Source: an optimization exercise on an open RTL-to-GDS flow (aim: small area, a short achievable clock period and few clock cycles per item). Production flows keep margins and buffers that such runs may drop.
The RTL was checked by simulation tests, not by an equivalence proof against the original design.
Power is estimated from default activity; no workload was simulated.

## flow/design.v (module list and top-level ports; edited modules follow where they fit)
// module pe: 435 lines
// module fa: 10 lines
// module fa1: 9 lines
// module xr2: 7 lines
// module systolic_array: 60 lines
// module dq: 9 lines
// module times3: 6 lines
// module encw: 17 lines
module systolic_array #(
    parameter M          = 4,
    parameter N          = 16,
    parameter K          = 4,
    parameter DATA_WIDTH = 32
) (
    input                           clk,
    input                           rst_n,
    input      [DATA_WIDTH*M-1:0]   X,
    input      [DATA_WIDTH*K-1:0]   W,
    output     [DATA_WIDTH*M*K-1:0] Y,
    output reg                      done
);
  // ...
==> flow/flow/run.sh <==
#!/bin/bash
set -euo pipefail
bash standard.sh \
  "BUFFER_PORTS_ARGS=-buffer_cell sky130_fd_sc_hd__buf_2" \
  "MATCH_CELL_FOOTPRINT=0" \
  "CTS_ARGS=-sink_clustering_enable -repair_clock_nets -dont_use_dummy_load" \
  finish > standard.log 2>&1
==> flow/standard.sh <==
#!/bin/bash
# synth_recipe.tcl (not shown) runs the flow's synth.tcl, then flattens the netlist and writes it again
# the make line also repeats each setting of config.mk as NAME=value (left out here)
make -C /OpenROAD-flow-scripts/flow DESIGN_CONFIG=/design/flow/config.mk WORK_HOME=/design/flow/orfs CLKGATE_MAP_FILE= SYNTH_SCRIPT=/design/flow/synth_recipe.tcl "${@:-finish}"
==> flow/config.mk <==
export PLATFORM = sky130hd
export DESIGN_NAME = systolic_array
export DESIGN_NICKNAME = systolic_array
export VERILOG_FILES = /design/flow/design.v
export SDC_FILE = /design/flow/constraint.sdc
export NUM_CORES = 8
export LEC_CHECK = 0
export CAP_MARGIN = 20
export CORE_MARGIN = 2
export CORE_UTILIZATION = 46
export PLACE_DENSITY = 0.62
export SETUP_SLACK_MARGIN = 4.6
export SLEW_MARGIN = 20
export SYNTH_HIERARCHICAL = 1
==> flow/constraint.sdc <==
create_clock -name core_clock -period 8.0 [get_ports {clk}]
set_input_delay 1.6000 -clock core_clock [delete_from_list [all_inputs] [get_ports {clk}]]
set_output_delay 1.6000 -clock core_clock [all_outputs]
set_load 0.01 [all_outputs]
==> impl_results.md, run 1 <==
- Status: no timing/DRC/antenna violations
- Postcts setup bufs: 47
- First-pass GRT wire length: roughly 1600000 um
- Final net count: about 28000
- Final hold slack: between 300 and 400 ps
- Fraction of area in non-clock buffers: under 10%
- Clock Skew: between 100 and 150 ps
- Max clock buf depth: 4
- Post-Place Cells: 30200
- Non-clock inverters: between 150 and 200
- Clock buf count: about 340
- Initial Utilization: 46.2%
- Met1 WL: about 420000 um
- Routed wl met3: roughly 180000 um
- Seq cells: about 2800
- Peak VDD IR: about 0.50 mV
- Synthesized area: between 0.2 and 0.3 mm2
- Clk cell area share: between 3 and 4%
- Area of the multi-input gates: between 0.15 and 0.2 mm2
- Comb group: ~0.11 W
- Sequential power share: about 18%
- Multi-In Gates: 18600
- GR Util met2: between 50% and 60%
- CP Depth: 8
- Critical R2R Launch: g_r[3].g_c[0].u_pe.acc[17]
- Net Sw Power: approximately 0.077 W
- # hold bufs at CTS: 0
- Layer with the highest usage: met2
- Via count: approximately 220k
- Largest cell class by area: multi-input gates
- Met1 usage: about half
- Startpoint types: flop
- Most frequent cells in the layout: xnor2_1, fa_1, a22o_1, a221oi_1, dfxtp_1
- Vias in the first global route: around 220k
Testbench counts, summed over its fixed seeds: cycles 4,864, gemms 256.
==> inputs of run 2 (changes only) <==
--- a/flow/config.mk
+++ b/flow/config.mk
@@ -8,2 +8,3 @@
 export CAP_MARGIN = 20
+export CORE_ASPECT_RATIO = 0.4
 export CORE_MARGIN = 2
==> run 2 against run 1 <==
Global-route usage is 2.0 points higher; first-iteration DRC count up 18%; via count up 2.7%; design area rose by 0.24%; count of clock-buffer cells in the layout fell by 63; critical path depth stayed put; register-to-register slack improved by 50 ps; largest cell class unchanged; area after synthesis unchanged.
==> impl_results.md, run 2 <==
- Placed instance area: 0.262 mm2 (was 0.261 mm2)
- Endpoint, Worst Hold: g_r[3].g_c[1].u_pe.clr (was g_r[2].g_c[0].u_pe.clr)
- I/O pins: 771 (unchanged)
- Startpoint types: flop (unchanged)
- Synth Instances: 24200 (unchanged)
- Layout Area Growth over Synthesis: 10.2% (was 9.95%)
- Leak Pwr: 105 nW (was 104 nW)
- Wire length per cell: 40.0 um (was 37.8 um)
- Critical R2R Launch: g_x[2].g_c1[0].u_q.q[8] (was g_r[3].g_c[0].u_pe.acc[17])
- Critical R2R Capture: g_r[2].g_c[0].u_pe.acc[67] (was g_r[3].g_c[0].u_pe.y[19])
- Sw Ratio: 51.5% (was 51.2%)
- Post-synthesis area per instance: 10.5 um2 (unchanged)
- Slew margin rel.: 18.4% (was 13.3%)
- Most common cell after layout, fill and taps aside: xnor2_1 (unchanged)
- Req. time, crit path: 8830 ps (was 8810 ps)
- Cell Int Power: 0.0726 W (was 0.0737 W)
- Setup CP Type: reg -> reg (unchanged)
- Net Sw Power: 0.0769 W (was 0.0774 W)
- Final hold slack: 351 ps (was 321 ps)
- Flip-flop count of the largest register after layout: 1312 (unchanged)
- Routability-driven placement congestion ratio: 1.02 (was 0.979)
- Hold path depth: 1 (unchanged)
- # rows: 172 (was 272)
- Initial antenna violation count: 183 (was 192)
- Initial Utilization: 46.2% (about the same)
- Maxcap violations: 0 (unchanged)
- Vias in the first global route: 224000 (was 223000)
- Synthesized area: 0.254 mm2 (unchanged)
- Post-route ant nets: 0 (unchanged)
- Drt first pass iters: 15 (was 14)
- Design area: 0.279 mm2 (about the same)
- Final number of setup-violating endpoints: 0 (unchanged)
- Sum Neg Setup Slack: 0 ps (unchanged)
- Final hold violations: 0 (unchanged)
- Power Total: 0.150 W (was 0.151 W)
- R2R depth: 8 (unchanged)
- Pwr/cell area: 535 mW/mm2 (was 542 mW/mm2)
- Fin crit share: 43.9% (was 44.5%)
- CTS sink cnt: 2798 (unchanged)
- Overflow after GRT: 0 (unchanged)
- Max Freq: 285 MHz (was 281 MHz)
- Root Driver: clkbuf_16 (unchanged)
- Peak VDD IR: 0.557 mV (was 0.498 mV)
- Sequential power share: 18.6% (was 18.3%)
- Final min period: 3510 ps (was 3560 ps)
- FF/Latch Area: 0.0572 mm2 (about the same)
- Biggest register: g_r.g_c.u_pe.acc (unchanged)
- CP Max Fanout: 46 (was 7)
- Max clock buf depth: 4 (unchanged)
- Comb power frac: 73.3% (was 72.8%)
- WL final: 1240000 um (was 1170000 um)
- Initial DRC Count: 42700 (was 36200)
- Clock slew at reported path FFs: 60 ps (about the same)
- Core area: 0.549 mm2 (about the same)
- RSZ-0062 raised after global routing: yes (unchanged)
- R2R setup slack: 4490 ps (was 4440 ps)
- Clock Skew: 79.0 ps (was 109 ps)
- Gr usage total: 41.8% (was 39.9%)
- Die Footprint: 0.558 mm2 (was 0.557 mm2)
- H-tree Lvls: 5 (unchanged)
- Die width: 1180 um (was 746 um)
- CTS buffer count: 279 (was 342)
- Largest net degree at the start of global routing: 83 (unchanged)
- Die Ht: 474 um (was 746 um)
- Area of the multi-input gates: 0.189 mm2 (about the same)
- First-pass GRT wire length: 1700000 um (was 1640000 um)
- Layout Cells excl Fill: 31000 (was 30900)
- Most frequent cells in the layout: xnor2_1, fa_1, a22o_1, a221oi_1, dfxtp_1 (unchanged)
- Post-Place Cells: 30300 (was 30200)
- Via count: 231000 (was 225000)
- # hold bufs at CTS: 0 (unchanged)
- Part of the power in the clock network: 8.1% (was 9.0%)
- Worst-Skew Late Latency: 990 ps (was 1070 ps)
- CTS tree: yes (unchanged)
- Final net count: 27600 (was 27500)
- Hold Path Origin: g_r[3].g_c[1].u_pe.rprev (was g_r[2].g_c[0].u_pe.rprev)
- Layout cells sized above 1: 13.1% (was 12.5%)
- Dpl hpwl: 796000 um (was 745000 um)
- Slew Viols, Final: 0 (unchanged)
- Slew @ Worst Pin: 1220 ps (was 1290 ps)
- YS warnings: 10 (unchanged)
- DRC viols: 0 (unchanged)
- Critical Path AT: 4350 ps (was 4370 ps)
- DR vias/cell: 7.43 (was 7.27)
- Fill count: 48900 (was 49300)
- Status: no timing/DRC/antenna violations (unchanged)
- Top Registers: g_r.g_c.u_pe.acc (1312), g_r.g_c.u_pe.y (512), g_w.g_cw.u_q.q (424) (unchanged)
- Hold WC Path Type: reg -> reg (unchanged)
- Port Buffer Count: 770 (unchanged)
- Worst setup EP type: flop (unchanged)
## run 2: cell count changes in the layout (fill, tap and decap cells not counted), moves of 24 or more
| cell | previous run | this run |
|---|---|---|
| a221oi_1 | 2362 | 2338 |
| buf_8 | 110 | 83 |
| a221oi_2 | 302 | 333 |
| clkbuf_16 | 377 | 335 |
| buf_12 | 107 | 149 |
| buf_4 | 316 | 362 |
| buf_6 | 158 | 186 |
| dfxtp_1 | 2322 | 2296 |
| diode_2 | 217 | 150 |
## run 2: worst max-delay path: stages (launching register included)
cell and delay (ps):
dfxtp_4 390, buf_12 190, a22o_1 330, a221oi_2 230
xnor2_1 130, fa_1 540, fa_1 490, fa_1 450
fa_1 460
## run 2: how the worst max path moves through the flow
stage | from | endpoint | slack, ps | depth (start not counted)
floorplan | X[0] | g_x[0].g_c3[0].u_q.q[23] | 4610 | 9
global placement | W[32] | g_w[1].g_cw[0].u_q.q[0] | 3750 | 4
detailed placement | X[96] | g_x[3].g_c3[0].u_q.q[31] | 3840 | 10
CTS | g_r[0].g_c[2].u_pe.clr | g_r[0].g_c[2].u_pe.acc[64] | 4530 | 7
global route | g_r[3].g_c[1].u_pe.acc[41] | g_r[3].g_c[1].u_pe.y[27] | 4490 | 9
finish | g_x[2].g_c1[0].u_q.q[8] | g_r[2].g_c[0].u_pe.acc[67] | 4490 | 8
## run 2: per-stage QoR
stage                     utilization, %  worst slack [ps]
after global placement              47.7              3750
after CTS                           49.6              4530
after floorplan                        -              4610
after detailed placement            47.7              3840
final                               50.9              4490
after global routing                50.9              4490
## run 2: repair_timing
action                                  4_1_cts  5_1_grt
setup buffers                                50      163
gates cloned                                 18       42
endpoints found under the setup margin      644      290
resized for setup                           836      921
pin swaps                                    21      100
## run 2: cell type report
| cell class | count | share of cell area, % |
|---|---|---|
| Sequential cell | 2798 | 20.5 |
| Multi-Input combinational cell | 18600 | 67.7 |
| Timing Repair Buffer | 1666 | 5.67 |
| Antenna cell | 150 | 0.134 |
| Clock buffer | 279 | 2.50 |
| Tap cell | 7395 | 3.31 |
| Inverter | 173 | 0.232 |
## run 2: per-layer routing
| metal | GRT usage, % | wire, um |
|---|---|---|
| met5 | 3.02 | 3720 |
| met4 | 22.9 | 95000 |
| met3 | 24.3 | 228000 |
| met2 | 52.2 | 441000 |
| met1 | 55.0 | 472000 |
## run 2: power groups by stage
stage | sequential [W] | combinational [W] | clock, W
after floorplan | 0.0253 | 0.0704 | 0
after global placement | 0.0276 | 0.103 | 0
after detailed placement | 0.0276 | 0.104 | 0
after CTS | 0.0274 | 0.106 | 0.0122
after global routing | 0.0281 | 0.119 | 0.0127
final | 0.0279 | 0.110 | 0.0121
==> inputs of run 3 (changes only) <==
--- a/flow/config.mk
+++ b/flow/config.mk
@@ -12,3 +12,3 @@
 export PLACE_DENSITY = 0.62
-export SETUP_SLACK_MARGIN = 4.6
+export SETUP_SLACK_MARGIN = 4.75
 export SLEW_MARGIN = 20
==> run 3 against run 2 <==
Global-route usage is 1.6 points higher; clock skew is 8.2 ps higher; largest power group unchanged; clock power hardly changed; synthesized cell count stayed put; maximum frequency is 2.4% higher; power is 1.4% higher; critical endpoint is now g_r[3].g_c[1].u_pe.acc[81]; largest cell class unchanged; design area is 3.7% higher; count of clock-buffer cells in the layout is 5 higher; die area stayed put.
==> impl_results.md, run 3 <==
- Critical Path AT: 4220 ps (was 4350 ps)
- Worst setup EP type: flop (unchanged)
- Dpl hpwl: 792000 um (was 796000 um)
- Post-Place Cells: 30300 (about the same)
- CTS sink cnt: 2798 (unchanged)
- FF/Latch Area: 0.0574 mm2 (was 0.0572 mm2)
- Net Sw Power: 0.0777 W (was 0.0769 W)
- Area of the multi-input gates: 0.194 mm2 (was 0.189 mm2)
- Core area: 0.549 mm2 (unchanged)
- Slew Viols, Final: 0 (unchanged)
- Largest net degree at the start of global routing: 83 (unchanged)
- Routability-driven placement congestion ratio: 0.992 (was 1.02)
- Top Registers: g_r.g_c.u_pe.acc (1312), g_r.g_c.u_pe.y (512), g_w.g_cw.u_q.q (424) (unchanged)
- CTS buffer count: 284 (was 279)
- Comb power frac: 73.4% (was 73.3%)
- CTS tree: yes (unchanged)
- Layout cells sized above 1: 17.8% (was 13.1%)
- Design area: 0.290 mm2 (was 0.279 mm2)
- R2R depth: 7 (was 8)
- Layout Cells excl Fill: 31300 (was 31000)
- Synth Instances: 24200 (unchanged)
- DR vias/cell: 7.60 (was 7.43)
- Cell Int Power: 0.0739 W (was 0.0726 W)
- Die Footprint: 0.558 mm2 (unchanged)
- Final number of setup-violating endpoints: 0 (unchanged)
- Die Ht: 474 um (unchanged)
- Via count: 237000 (was 231000)
- Post-route ant nets: 0 (unchanged)
- Slew @ Worst Pin: 1280 ps (was 1220 ps)
- Critical-path top delay cell: a222oi_1 (was fa_1)
- YS warnings: 10 (unchanged)
- Fin crit share: 42.9% (was 43.9%)
- Req. time, crit path: 8790 ps (was 8830 ps)
- Root Driver: clkbuf_16 (unchanged)
- Setup WS post-layout: 4570 ps (was 4490 ps)
- # rows: 172 (unchanged)
- RSZ-0062 raised after global routing: yes (unchanged)
- Sum Neg Setup Slack: 0 ps (unchanged)
- Sw Ratio: 51.3% (was 51.5%)
- Initial Utilization: 46.2% (unchanged)
- Final min period: 3430 ps (was 3510 ps)
- WL final: 1300000 um (was 1240000 um)
- Hold WC Path Type: reg -> reg (unchanged)
- Critical R2R Capture: g_r[3].g_c[1].u_pe.acc[81] (was g_r[2].g_c[0].u_pe.acc[67])
- Initial DRC Count: 47300 (was 42700)
- Layout Area Growth over Synthesis: 14.3% (was 10.2%)
- Worst-Skew Late Latency: 990 ps (about the same)
- Post-synthesis area per instance: 10.5 um2 (unchanged)
- Sequential power share: 18.5% (was 18.6%)
- Peak VDD IR: 0.468 mV (was 0.557 mV)
- Clock slew at reported path FFs: 60 ps (about the same)
- Clock Skew: 87.2 ps (was 79.0 ps)
- DRC viols: 0 (unchanged)
- Pwr/cell area: 523 mW/mm2 (was 535 mW/mm2)
- Synthesized area: 0.254 mm2 (unchanged)
- # hold bufs at CTS: 0 (unchanged)
- R2R setup slack: 4570 ps (was 4490 ps)
- Status: no timing/DRC/antenna violations (unchanged)
- Wire length per cell: 41.4 um (was 40.0 um)
- CP Max Fanout: 10 (was 46)
- Max Freq: 292 MHz (was 285 MHz)
- CP cell instances: buf_16 > a222oi_1 > xnor2_1 > fa_2 > fa_1 > fa_2 > fa_1 (was buf_12 > a22o_1 > a221oi_2 > xnor2_1 > fa_1 > fa_1 > fa_1 > fa_1)
- CP max stage delay: 770 ps (was 540 ps)
- Biggest register: g_r.g_c.u_pe.acc (unchanged)
- Critical path origin: g_x[3].g_c1[0].u_q.q[1] (was g_x[2].g_c1[0].u_q.q[8])
- Most common cell after layout, fill and taps aside: xnor2_1 (unchanged)
- Final net count: 27800 (was 27600)
- Vias in the first global route: 228000 (was 224000)
- Pre-CTS setup slack: 3770 ps (was 3840 ps)
- Final hold violations: 0 (unchanged)
- Die width: 1180 um (unchanged)
- Part of the power in the clock network: 8.1% (about the same)
- Leak Pwr: 108 nW (was 105 nW)
- Setup CP Type: reg -> reg (unchanged)
- Fill count: 47800 (was 48900)
- Port Buffer Count: 770 (unchanged)
- Post-layout util: 52.8% (was 50.9%)
- Placed instance area: 0.262 mm2 (about the same)
- Initial antenna violation count: 183 (unchanged)
- Max clock buf depth: 4 (unchanged)
- Flip-flop count of the largest register after layout: 1312 (unchanged)
- Drt first pass iters: 17 (was 15)
- H-tree Lvls: 5 (unchanged)
- Gr usage total: 43.4% (was 41.8%)
- I/O pins: 771 (unchanged)
- Startpoint types: flop (unchanged)
- Most frequent cells in the layout: xnor2_1, fa_1, a22o_1, dfxtp_1, a221oi_1 (was xnor2_1, fa_1, a22o_1, a221oi_1, dfxtp_1)
- Critical R2R Launch: g_x[3].g_c1[0].u_q.q[1] (was g_x[2].g_c1[0].u_q.q[8])
- First-pass GRT wire length: 1750000 um (was 1700000 um)
- Crit path to: g_r[3].g_c[1].u_pe.acc[81] (was g_r[2].g_c[0].u_pe.acc[67])
- Overflow after GRT: 0 (unchanged)
- Maxcap violations: 0 (unchanged)
- Slew margin rel.: 14.3% (was 18.4%)
[run 3: layout make-up]
type	count	share of cell area, %
sequential	2798	19.8
multi-input combinational	18600	66.9
clock buffer	284	2.45
inverter	173	0.224
timing repair buffer	1905	7.33
tap	7395	3.19
antenna	137	0.118
[run 3: per-layer routing]
| metal | GRT usage, % | vias up | wire [um] |
|---|---|---|---|
| met5 | 4.78 | - | 6340 |
| met4 | 24.5 | 186 | 111000 |
| met3 | 26.5 | 7409 | 244000 |
| met2 | 53.9 | 24400 | 453000 |
| met1 | 56.0 | 117000 | 480000 |
| li1 | - | 88100 | - |
[run 3: worst max-delay path, delay by kind of cell (launching register included)]
kind | cells | cell delay (ps)
AO/OA/AOI/OAI | 1 | 770
XOR/XNOR | 1 | 210
adder cells (fa/ha/maj) | 4 | 1650
buffers and inverters | 1 | 180
flip-flops | 1 | 410
[run 3: per-stage QoR]
stage	hold slack, ps	total power [W]
floorplan	338	0.0957
global placement	338	0.130
detailed placement	341	0.131
CTS	344	0.146
global route	359	0.161
finish	330	0.152
[run 3: what timing repair did]
| item | in CTS | in global routing |
|---|---|---|
| cloned | 89 | 57 |
| pin swaps | 166 | 355 |
| setup buffers | 193 | 167 |
| hold endpoints to repair | 0 | 0 |
| resized for setup | 1768 | 1384 |
| setup endpoints to repair | 917 | 410 |
[run 3: worst min path at each step]
stage,startpoint,endpoint,slack (ps),depth (start not counted)
2_1_floorplan,g_r[0].g_c[0].u_pe.rprev,g_r[0].g_c[0].u_pe.clr,340,1
3_3_place_gp,g_r[2].g_c[1].u_pe.rprev,g_r[2].g_c[1].u_pe.clr,340,1
3_5_place_dp,g_r[2].g_c[0].u_pe.rprev,g_r[2].g_c[0].u_pe.clr,340,1
4_1_cts,g_r[2].g_c[3].u_pe.rprev,g_r[2].g_c[3].u_pe.clr,340,1
5_1_grt,g_r[3].g_c[0].u_pe.rprev,g_r[3].g_c[0].u_pe.clr,360,1
6_report,g_r[2].g_c[3].u_pe.rprev,g_r[2].g_c[3].u_pe.clr,330,1
[run 3: power by group through the flow]
stage	sequential, W	combinational [W]	clock (W)
after global placement	0.0278	0.102	0
after global routing	0.0282	0.120	0.0129
after floorplan	0.0253	0.0704	0
final	0.0280	0.111	0.0123
after CTS	0.0276	0.106	0.0124
after detailed placement	0.0278	0.104	0
==> inputs of run 4 (changes only) <==
--- a/flow/config.mk
+++ b/flow/config.mk
@@ -8,3 +8,3 @@
 export CAP_MARGIN = 20
-export CORE_ASPECT_RATIO = 0.4
+export CORE_ASPECT_RATIO = 0.25
 export CORE_MARGIN = 2
==> run 4 against run 3 <==
Largest cell class unchanged; critical path type unchanged; register-to-register slack hardly changed; now fails the layout checks on max-capacitance violations, max-slew violations; utilization hardly changed; highest routed layer unchanged; clock power is 8% lower.
==> impl_results.md, run 4 <==
- Critical Path AT: 4350 ps (was 4220 ps)
- Initial antenna violation count: 174 (was 183)
- Synthesized area: 0.254 mm2 (unchanged)
- H-tree Lvls: 4 (was 5)
- Post-synthesis area per instance: 10.5 um2 (unchanged)
- Final min period: 3440 ps (was 3430 ps)
- Hold Path Origin: g_r[3].g_c[1].u_pe.rprev (was g_r[2].g_c[3].u_pe.rprev)
- CP Max Fanout: 6 (was 10)
- RSZ-0062 raised after global routing: yes (unchanged)
- Layout Area Growth over Synthesis: 14.3% (about the same)
- Max Freq: 290 MHz (was 292 MHz)
- Worst setup EP type: flop (unchanged)
- Setup WS post-layout: 4560 ps (was 4570 ps)
- Slew margin rel.: -2.89% (was 14.3%)
- Status: failed layout checks (was no timing/DRC/antenna violations)
- Synth Instances: 24200 (unchanged)
- Final net count: 27900 (was 27800)
- # rows: 136 (was 172)
- Sum Neg Setup Slack: 0 ps (unchanged)
- Routed wl met3: 259000 um (was 244000 um)
- DR vias/cell: 7.55 (was 7.60)
- Drt first pass iters: 22 (was 17)
- Root Driver: clkbuf_16 (unchanged)
- Port Buffer Count: 770 (unchanged)
- Wire length per cell: 41.5 um (was 41.4 um)
- Slew @ Worst Pin: 1530 ps (was 1280 ps)
- Post-route ant nets: 0 (unchanged)
- Critical R2R Launch: g_x[1].g_c1[1].u_q.q[1] (was g_x[3].g_c1[0].u_q.q[1])
- CTS tree: yes (unchanged)
- YS warnings: 10 (unchanged)
- Most common cell after layout, fill and taps aside: xnor2_1 (unchanged)
- Vias in the first global route: 226000 (was 228000)
- Design area: 0.290 mm2 (about the same)
- Hold path depth: 1 (unchanged)
- Die Ht: 375 um (was 474 um)
- Setup CP Type: reg -> reg (unchanged)
- Pre-CTS setup slack: 3730 ps (was 3770 ps)
- Met1 WL: 473000 um (was 480000 um)
- Die width: 1490 um (was 1180 um)
- Via count: 237000 (about the same)
- Initial Utilization: 46.2% (about the same)
- Placed instance area: 0.262 mm2 (about the same)
- Die Footprint: 0.559 mm2 (was 0.558 mm2)
- Gr usage total: 43.8% (was 43.4%)
- Pwr/cell area: 508 mW/mm2 (was 523 mW/mm2)
- Flip-flop count of the largest register after layout: 1312 (unchanged)
- Routed length on met2: 463000 um (was 453000 um)
- Core area: 0.549 mm2 (about the same)
- CTS buffer count: 241 (was 284)
- Peak VDD IR: 0.381 mV (was 0.468 mV)
- Worst-Skew Late Latency: 1080 ps (was 990 ps)
- Final number of setup-violating endpoints: 0 (unchanged)
- Hold WC Path Type: reg -> reg (unchanged)
- Max clock buf depth: 4 (unchanged)
- Clock Skew: 109 ps (was 87.2 ps)
- # hold bufs at CTS: 0 (unchanged)
- Overflow after GRT: 0 (unchanged)
- Req. time, crit path: 8900 ps (was 8790 ps)
- Layout cells sized above 1: 18.1% (was 17.8%)
- Largest net degree at the start of global routing: 65 (was 83)
- Most frequent cells in the layout: xnor2_1, fa_1, a22o_1, dfxtp_1, a221oi_1 (unchanged)
- I/O pins: 771 (unchanged)
- Slew Viols, Final: 3 (was 0)
- Critical R2R Capture: g_r[1].g_c[2].u_pe.acc[81] (was g_r[3].g_c[1].u_pe.acc[81])
- Startpoint types: flop (unchanged)
- CTS sink cnt: 2798 (unchanged)
- Endpoint, Worst Hold: g_r[3].g_c[1].u_pe.clr (was g_r[2].g_c[3].u_pe.clr)
- Max Used Layer: met5 (unchanged)
- Leak Pwr: 108 nW (about the same)
- Initial DRC Count: 46200 (was 47300)
- R2R setup slack: 4560 ps (was 4570 ps)
- Dpl hpwl: 800000 um (was 792000 um)
- Top Registers: g_r.g_c.u_pe.acc (1312), g_r.g_c.u_pe.y (512), g_w.g_cw.u_q.q (424) (unchanged)
- Maxcap violations: 1 (was 0)
- Routability-driven placement congestion ratio: 1.02 (was 0.992)
- DRC viols: 0 (unchanged)
- First-pass GRT wire length: 1750000 um (about the same)
- R2R depth: 8 (was 7)
- Final hold violations: 0 (unchanged)
- WL final: 1300000 um (about the same)
- Fin crit share: 43.0% (was 42.9%)
- Biggest register: g_r.g_c.u_pe.acc (unchanged)
- Layout check faults: max-capacitance violations, max-slew violations
- Clock slew at reported path FFs: 80 ps (was 60 ps)
-- run 4: what timing repair did --
item,CTS,global route
resized for setup,1732,1330
pin swaps,179,381
buffers inserted,294,199
setup endpoints to repair,892,416
cloned,75,47
-- run 4: worst max path at each step --
stage | startpoint | to | slack [ps] | depth (start not counted)
after global routing | g_w[3].g_cw[0].u_q.q[7] | g_r[1].g_c[3].u_pe.acc[31] | 4630 | 9
after CTS | g_w[1].g_cw[0].u_q.q[3] | g_r[1].g_c[1].u_pe.acc[33] | 4680 | 8
after global placement | X[33] | g_x[1].g_c3[0].u_q.q[19] | 3730 | 10
after floorplan | X[0] | g_x[0].g_c3[0].u_q.q[23] | 4610 | 9
after detailed placement | X[33] | g_x[1].g_c3[0].u_q.q[19] | 3730 | 10
final | g_x[1].g_c1[1].u_q.q[1] | g_r[1].g_c[2].u_pe.acc[81] | 4560 | 8
-- run 4: per-layer routing --
metal,vias up,track usage [%]
li1,88300,-
met1,118000,55.0
met2,23500,54.7
met3,7094,29.8
met4,190,23.1
met5,-,6.86
-- run 4: area by class of cell --
cell class | count | area [um2]
Timing Repair Buffer | 2021 | 21900
Fill cell | 47900 | 259000
Inverter | 173 | 649
Sequential cell | 2798 | 57400
Antenna cell | 207 | 518
Clock buffer | 241 | 6030
Tap cell | 7383 | 9240
Multi-Input combinational cell | 18600 | 194000
-- run 4: stage by stage --
stage,cells,power (W),hold slack [ps],utilization (%)
2_1_floorplan,24300,0.0957,338,-
3_3_place_gp,30300,0.128,338,47.7
3_5_place_dp,30300,0.129,341,47.7
4_1_cts,30900,0.143,358,50.9
5_1_grt,31300,0.157,351,52.7
6_report,31400,0.147,345,52.8
-- run 4: critical path, cell delays in order, from the launching register on --
cell and delay (ps):
dfxtp_4 450, buf_12 190, buf_16 150, a222oi_1 550, xnor2_1 210, fa_2 420
fa_1 470, fa_2 380, fa_1 430
-- run 4: report_power, final --
| part | switching (W) | internal, W | leakage [nW] |
|---|---|---|---|
| registers | 0.00608 | 0.0218 | 23.7 |
| logic | 0.0627 | 0.0453 | 81.5 |
| clock network | 0.00604 | 0.00526 | 2.97 |
| total | 0.0748 | 0.0724 | 108 |
==> inputs of run 5 (changes only) <==
--- a/flow/config.mk
+++ b/flow/config.mk
@@ -12,3 +12,3 @@
 export PLACE_DENSITY = 0.62
-export SETUP_SLACK_MARGIN = 4.75
+export SETUP_SLACK_MARGIN = 4.6
 export SLEW_MARGIN = 20
==> run 5 against run 4 <==
Now clean on timing, DRC and antenna; critical path depth decreased by 1; wire length is 4.9% lower; power fell by 1.3%; sequential power about the same; register-to-register slack lost 140 ps; worst setup slack lost 140 ps; utilization down 2.1 points; clock skew down 10 ps; global-route usage decreased by 2.1 points; critical path type unchanged; critical endpoint is now g_r[2].g_c[0].u_pe.acc[81]; largest cell class unchanged; largest power group unchanged; highest routed layer unchanged.
==> impl_results.md, run 5 <==
- Top Registers: g_r.g_c.u_pe.acc (1312), g_r.g_c.u_pe.y (512), g_w.g_cw.u_q.q (424) (unchanged)
- Via count: 230000 (was 237000)
- Overflow after GRT: 0 (unchanged)
- Die Footprint: 0.559 mm2 (unchanged)
- Gr usage total: 41.8% (was 43.8%)
- CTS buffer count: 242 (was 241)
- Root Driver: clkbuf_16 (unchanged)
- Synth Instances: 24200 (unchanged)
- First-pass GRT wire length: 1680000 um (was 1750000 um)
- Port Buffer Count: 770 (unchanged)
- Initial DRC Count: 40800 (was 46200)
- Leak Pwr: 104 nW (was 108 nW)
- Die Ht: 375 um (unchanged)
- Post-route ant nets: 0 (unchanged)
- Biggest register: g_r.g_c.u_pe.acc (unchanged)
- Fill count: 49700 (was 47900)
- Critical R2R Launch: g_x[2].g_c3[0].u_q.q[28] (was g_x[1].g_c1[1].u_q.q[1])
- Drt first pass iters: 15 (was 22)
- Post-synthesis area per instance: 10.5 um2 (unchanged)
- Maxcap violations: 0 (was 1)
- Layout cells sized above 1: 12.5% (was 18.1%)
- Slew @ Worst Pin: 1320 ps (was 1530 ps)
- YS warnings: 10 (unchanged)
- # hold bufs at CTS: 0 (unchanged)
- Net Sw Power: 0.0743 W (was 0.0748 W)
- Pwr/cell area: 523 mW/mm2 (was 508 mW/mm2)
- Routability-driven placement congestion ratio: 1.03 (was 1.02)
- Max clock buf depth: 4 (unchanged)
- Sw Ratio: 51.1% (was 50.8%)
- CP Max Fanout: 4 (was 6)
- Worst setup EP type: flop (unchanged)
- H-tree Lvls: 4 (unchanged)
- Fin crit share: 44.8% (was 43.0%)
- DR vias/cell: 7.41 (was 7.55)
- Core area: 0.549 mm2 (unchanged)
- Final net count: 27500 (was 27900)
- # rows: 136 (unchanged)
- Flip-flop count of the largest register after layout: 1312 (unchanged)
- Req. time, crit path: 8870 ps (was 8900 ps)
- Clock Skew: 98.7 ps (was 109 ps)
- Most common cell after layout, fill and taps aside: xnor2_1 (unchanged)
- Layout Area Growth over Synthesis: 9.68% (was 14.3%)
- Clock slew at reported path FFs: 70 ps (was 80 ps)
- Dpl hpwl: 789000 um (was 800000 um)
- Die width: 1490 um (unchanged)
- Status: no timing/DRC/antenna violations (was failed layout checks)
- Vias in the first global route: 222000 (was 226000)
- Max Freq: 279 MHz (was 290 MHz)
- Final min period: 3580 ps (was 3440 ps)
- Critical Path AT: 4460 ps (was 4350 ps)
- CTS tree: yes (unchanged)
- Worst-Skew Late Latency: 1060 ps (was 1080 ps)
- Most frequent cells in the layout: xnor2_1, fa_1, a22o_1, a221oi_1, dfxtp_1 (was xnor2_1, fa_1, a22o_1, dfxtp_1, a221oi_1)
- Power Total: 0.145 W (was 0.147 W)
- Slew Viols, Final: 0 (was 3)
- Hold Path Origin: g_r[1].g_c[1].u_pe.rprev (was g_r[3].g_c[1].u_pe.rprev)
- Critical path origin: g_x[2].g_c3[0].u_q.q[28] (was g_x[1].g_c1[1].u_q.q[1])
- Startpoint types: flop (unchanged)
- CTS sink cnt: 2798 (unchanged)
- Largest net degree at the start of global routing: 83 (was 65)
- Hold WC Path Type: reg -> reg (unchanged)
- Wire length per cell: 39.9 um (was 41.5 um)
- Synthesized area: 0.254 mm2 (unchanged)
- Comb power frac: 73.1% (was 73.4%)
- Sum Neg Setup Slack: 0 ps (unchanged)
- DRC viols: 0 (unchanged)
- RSZ-0062 raised after global routing: yes (unchanged)
- Cell Int Power: 0.0711 W (was 0.0724 W)
- Final hold violations: 0 (unchanged)
- Part of the power in the clock network: 7.8% (was 7.7%)
- Sequential power share: 19.1% (was 18.9%)
- Initial antenna violation count: 142 (was 174)
- Initial Utilization: 46.2% (unchanged)
- WL final: 1240000 um (was 1300000 um)
- Slew margin rel.: 11.6% (was -2.89%)
- I/O pins: 771 (unchanged)
- Setup CP Type: reg -> reg (unchanged)
- Peak VDD IR: 0.403 mV (was 0.381 mV)
- Final number of setup-violating endpoints: 0 (unchanged)
run 5: per-layer routing:
layer	global-route usage, %	wire length (um)	vias to the layer above
met5	9.53	7820	-
met4	21.5	87000	121
met3	26.0	237000	6125
met2	53.1	449000	21700
met1	53.0	458000	115000
li1	-	-	87400
run 5: cell type report:
class	count	area, um2	area share (%)
clock buffer	242	6060	2.18
tap	7383	9240	3.32
inverter	173	649	0.233
timing repair buffer	1649	15700	5.64
antenna	223	558	0.201
multi-input combinational	18600	189000	67.8
sequential	2798	57200	20.6
run 5: worst paths after layout:
path                                 to  slack, ps  depth (start not counted)
max          g_r[2].g_c[0].u_pe.acc[81]       4420                          7
min              g_r[1].g_c[1].u_pe.clr        360                          1
max reg2reg  g_r[2].g_c[0].u_pe.acc[81]       4420                          7
min reg2reg      g_r[1].g_c[1].u_pe.clr        360                          1
run 5: metrics by stage:
step / hold WS (ps) / cells / area, um2 / setup WS, ps / utilization (%)
4_1_cts: 355 / 30700 / 272000 / 4510 / 49.5
2_1_floorplan: 338 / 24300 / 254000 / 4610 / -
3_3_place_gp: 338 / 30300 / 262000 / 3740 / 47.7
5_1_grt: 365 / 30900 / 278000 / 4520 / 50.6
3_5_place_dp: 341 / 30300 / 262000 / 3680 / 47.7
6_report: 358 / 31000 / 278000 / 4420 / 50.7
run 5: power by group through the flow:
stage	logic [W]	registers [W]	clock network [W]
after global placement	0.101	0.0276	0
after global routing	0.116	0.0280	0.0118
final	0.106	0.0278	0.0113
after floorplan	0.0704	0.0253	0
after CTS	0.104	0.0273	0.0113
after detailed placement	0.102	0.0276	0
run 5: timing repair:
item | 4_1_cts | 5_1_grt
gates resized for setup | 759 | 848
pin swaps | 11 | 110
gates cloned | 14 | 35
setup endpoints to repair | 746 | 312
setup buffers | 86 | 119
run 5: critical path, stage by stage, from the launching register on:
cell	delay (ps)
dfxtp_1	1170
a22o_1	260
a221oi_1	60
xnor2_1	190
fa_1	450
fa_1	470
fa_1	390
fa_1	440
==> module systolic_array, before the edit <==
module systolic_array #(
    parameter M          = 4,
    parameter N          = 16,
    parameter K          = 4,
    parameter DATA_WIDTH = 32
) (
    input                           clk,
    input                           rst_n,
    input      [DATA_WIDTH*M-1:0]   X,
    input      [DATA_WIDTH*K-1:0]   W,
    output     [DATA_WIDTH*M*K-1:0] Y,
    output reg                      done
);
  localparam DX1 = 2;
  localparam DX3 = 2;
  localparam DW  = 2;
  genvar i, j, c;
  wire [31:0] xm1 [0:3][0:DX1-1];
  wire [31:0] xm3 [0:3][0:DX3-1];
  wire [54:0] wer [0:3][0:DW-1];
  for (i = 0; i < 4; i = i + 1) begin : g_x
    wire [31:0] x3;
    times3 u_t3 (.x(X[32*i +: 32]), .y(x3));
    for (c = 0; c < DX1; c = c + 1) begin : g_c1
      dq #(.W(32)) u_q (.clk(clk), .d(X[32*i +: 32]), .q(xm1[i][c]));
    end
    for (c = 0; c < DX3; c = c + 1) begin : g_c3
      dq #(.W(32)) u_q (.clk(clk), .d(x3), .q(xm3[i][c]));
    end
  end
  for (j = 0; j < 4; j = j + 1) begin : g_w
    wire [54:0] enc;
    encw u_e (.w(W[32*j +: 32]), .enc(enc));
    for (c = 0; c < DW; c = c + 1) begin : g_cw
      dq #(.W(55)) u_q (.clk(clk), .d(enc), .q(wer[j][c]));
    end
  end
  reg [4:0] cnt;
  always @(posedge clk) begin
    if (~rst_n) begin
      cnt  <= 5'd0;
      done <= 1'b0;
    end else begin
      if (cnt != 5'd31) cnt <= cnt + 5'd1;
      if (cnt == 5'd17) done <= 1'b1;
    end
  end
  for (i = 0; i < 4; i = i + 1) begin : g_r
    for (j = 0; j < 4; j = j + 1) begin : g_c
      pe u_pe (
        .clk   (clk),
        .rst_n (rst_n),
        .xm1   (xm1[i][j*DX1/4]),
        .xm3   (xm3[i][j*DX3/4]),
        .we    (wer[j][i*DW/4]),
        .y     (Y[32*(4*i+j) +: 32])
      );
    end
  end
endmodule
==> inputs of run 6 (changes only) <==
--- a/flow/design.v
+++ b/flow/design.v
@@ -474,3 +474,3 @@
 );
-  localparam DX1 = 2;
+  localparam DX1 = 4;
   localparam DX3 = 2;
--- a/flow/config.mk
+++ b/flow/config.mk
@@ -8,3 +8,3 @@
 export CAP_MARGIN = 20
-export CORE_ASPECT_RATIO = 0.25
+export CORE_ASPECT_RATIO = 0.4
 export CORE_MARGIN = 2
==> run 6 against run 5 <==
Via count fell by 0.82%; clock power rose by 16%; sequential power rose by 5%; critical endpoint is now g_r[0].g_c[1].u_pe.acc[83]; largest power group unchanged.
==> impl_results.md, run 6 <==
- Status: no timing/DRC/antenna violations (unchanged)
- CP Max Fanout: 4 (unchanged)
- Initial DRC Count: 41200 (was 40800)
- Most frequent cells in the layout: xnor2_1, fa_1, a22o_1, dfxtp_1, a221oi_1 (was xnor2_1, fa_1, a22o_1, a221oi_1, dfxtp_1)
- Peak VDD IR: 0.493 mV (was 0.403 mV)
- Synthesized area: 0.259 mm2 (was 0.254 mm2)
- Fill count: 50300 (was 49700)
- Die Footprint: 0.569 mm2 (was 0.559 mm2)
- CTS sink cnt: 3054 (was 2798)
- Placed instance area: 0.267 mm2 (was 0.262 mm2)
- Root Driver: clkbuf_16 (unchanged)
- Layout cells sized above 1: 12.6% (was 12.5%)
- CTS tree: yes (unchanged)
- Largest net degree at the start of global routing: 83 (unchanged)
- Leak Pwr: 106 nW (was 104 nW)
- Top Registers: g_r.g_c.u_pe.acc (1312), g_r.g_c.u_pe.y (512), g_x.g_c1.u_q.q (512) (was g_r.g_c.u_pe.acc (1312), g_r.g_c.u_pe.y (512), g_w.g_cw.u_q.q (424))
- Worst setup EP type: flop (unchanged)
- Hold WC Path Type: reg -> reg (unchanged)
- Post-layout util: 50.3% (was 50.7%)
- CTS buffer count: 298 (was 242)
- DRC viols: 0 (unchanged)
- Gr usage total: 43.1% (was 41.8%)
- Layout Area Growth over Synthesis: 9.11% (was 9.68%)
- Core area: 0.561 mm2 (was 0.549 mm2)
- Req. time, crit path: 8870 ps (about the same)
- Most common cell after layout, fill and taps aside: xnor2_1 (unchanged)
- Setup CP Type: reg -> reg (unchanged)
- R2R setup slack: 4470 ps (was 4420 ps)
- Worst-Skew Late Latency: 1010 ps (was 1060 ps)
- Post-synthesis area per instance: 10.6 um2 (was 10.5 um2)
- Biggest register: g_r.g_c.u_pe.acc (unchanged)
- Slew margin rel.: 6.42% (was 11.6%)
- Synth Instances: 24500 (was 24200)
- Via count: 228000 (was 230000)
- H-tree Lvls: 5 (was 4)
- Pwr/cell area: 540 mW/mm2 (was 523 mW/mm2)
- Wire length per cell: 41.0 um (was 39.9 um)
- Clock slew at reported path FFs: 60 ps (was 70 ps)
- Slew Viols, Final: 0 (unchanged)
- Initial Utilization: 46.1% (was 46.2%)
- Overflow after GRT: 0 (unchanged)
- Clock Skew: 78.1 ps (was 98.7 ps)
- Die Ht: 478 um (was 375 um)
- Flip-flop count of the largest register after layout: 1312 (unchanged)
- Startpoint types: flop (unchanged)
- Sum Neg Setup Slack: 0 ps (unchanged)
- Max Freq: 284 MHz (was 279 MHz)
- Fin crit share: 44.1% (was 44.8%)
- Die width: 1190 um (was 1490 um)
- # rows: 174 (was 136)
- Post-route ant nets: 0 (unchanged)
- First-pass GRT wire length: 1750000 um (was 1680000 um)
- Final number of setup-violating endpoints: 0 (unchanged)
- YS warnings: 10 (unchanged)
- Maxcap violations: 0 (unchanged)
- Critical Path AT: 4390 ps (was 4460 ps)
- Port Buffer Count: 770 (unchanged)
- RSZ-0062 raised after global routing: yes (unchanged)
- Vias in the first global route: 221000 (was 222000)
- DR vias/cell: 7.28 (was 7.41)
- WL final: 1280000 um (was 1240000 um)
- Final net count: 27700 (was 27500)
- Slew @ Worst Pin: 1400 ps (was 1320 ps)
- Design area: 0.282 mm2 (was 0.278 mm2)
- Power Total: 0.152 W (was 0.145 W)
- Final min period: 3530 ps (was 3580 ps)
- I/O pins: 771 (unchanged)
- Initial antenna violation count: 187 (was 142)
- Dpl hpwl: 917000 um (was 789000 um)
- Final hold violations: 0 (unchanged)
- Routability-driven placement congestion ratio: 1.07 (was 1.03)
- Drt first pass iters: 12 (was 15)
- Max clock buf depth: 4 (unchanged)
-- run 6: report_power, final --
group,internal (W),switching (W),total [W]
clock network,0.00654,0.00655,0.0131
registers,0.0232,0.00595,0.0291
logic,0.0444,0.0657,0.110
total,0.0741,0.0782,0.152
-- run 6: metrics by stage --
| stage | setup WS, ps | std cells | hold slack (ps) |
|---|---|---|---|
| after floorplan | 4610 | 24500 | 338 |
| after global placement | 3750 | 30700 | 339 |
| after detailed placement | 3740 | 30700 | 341 |
| after CTS | 4560 | 31100 | 341 |
| after global routing | 4510 | 31200 | 346 |
| final | 4470 | 31300 | 343 |
-- run 6: critical path, stage by stage (launching register included) --
cell and delay [ps]:
dfxtp_1 760, a22o_1 390, a221oi_1 470, xnor2_1 190, fa_1 440, xor2_1 190
xor2_1 310, xor2_1 230, xor2_1 190, xor2_1 200
-- run 6: worst paths after layout --
| kind | to | from | cells after the start |
|---|---|---|---|
| min | g_r[3].g_c[0].u_pe.clr | g_r[3].g_c[0].u_pe.rprev | 1 |
| max | g_r[0].g_c[1].u_pe.acc[83] | g_x[0].g_c3[0].u_q.q[30] | 9 |
| min reg2reg | g_r[3].g_c[0].u_pe.clr | g_r[3].g_c[0].u_pe.rprev | 1 |
| max reg2reg | g_r[0].g_c[1].u_pe.acc[83] | g_x[0].g_c3[0].u_q.q[30] | 9 |
-- run 6: final cells by class --
cell class	count	area [um2]	area share, %
inverters	173	649	0.230
diodes	181	453	0.160
well taps	7480	9360	3.32
multi-input cells	18600	189000	67.1
flip-flops and latches	3054	62300	22.1
repair buffers	1549	12800	4.54
clock buffers	298	7460	2.64
-- run 6: repair_timing --
item,in CTS,in global routing
endpoints found under the hold margin,0,0
gates resized for setup,635,801
hold buffers,0,0
pin swaps,16,93
endpoints found under the setup margin,530,276
cloned,3,17
buffers inserted,25,48
-- run 6: layer usage --
layer	track usage [%]	up-vias	share of wire, %
met5	3.00	-	0.38
met4	20.8	113	6.3
met3	26.9	4628	19
met2	52.7	20300	36
met1	57.5	115000	39
li1	-	88100	-
Testbench counts of run 6, summed over its fixed seeds: cycles 4,864, gemms 256.

port drivers added, routing unchanged:
How much do the figures lean on ideal ports? The routed layouts below were timed once more, with nothing changed but the port constraints. Step 1 sets driving cells, clkbuf_16 on the clock port and buf_2 on the other inputs (assumed; they add their load-dependent delay and slew). Step 2 also shifts input and output timing later by t, the mid clock arrival at the registers, as if the neighbouring blocks saw the same clock. Three values: ideal, step 1, step 2; two values: the first two.
run	shift t [ns]	setup WS [ns]	clock arrival spread, ns	cell pins on the clock port's net
run 1	1.132	4.437 / 4.437 / 3.631	0.139 / 0.139	1
run 2	1.103	4.486 / 4.486 / 3.798	0.087 / 0.086	1
run 3	1.099	4.570 / 4.570 / 3.786	0.093 / 0.094	1
run 4	1.167	4.557 / 4.557 / 3.732	0.110 / 0.110	1
run 5	1.171	4.418 / 4.418 / 3.533	0.113 / 0.113	1
run 6	1.130	4.473 / 4.447 / 3.630	0.089 / 0.088	1
For run 5, which loses most, drivers alone change the setup slack by 0.000 ns; drivers and shift together by -0.885 ns.
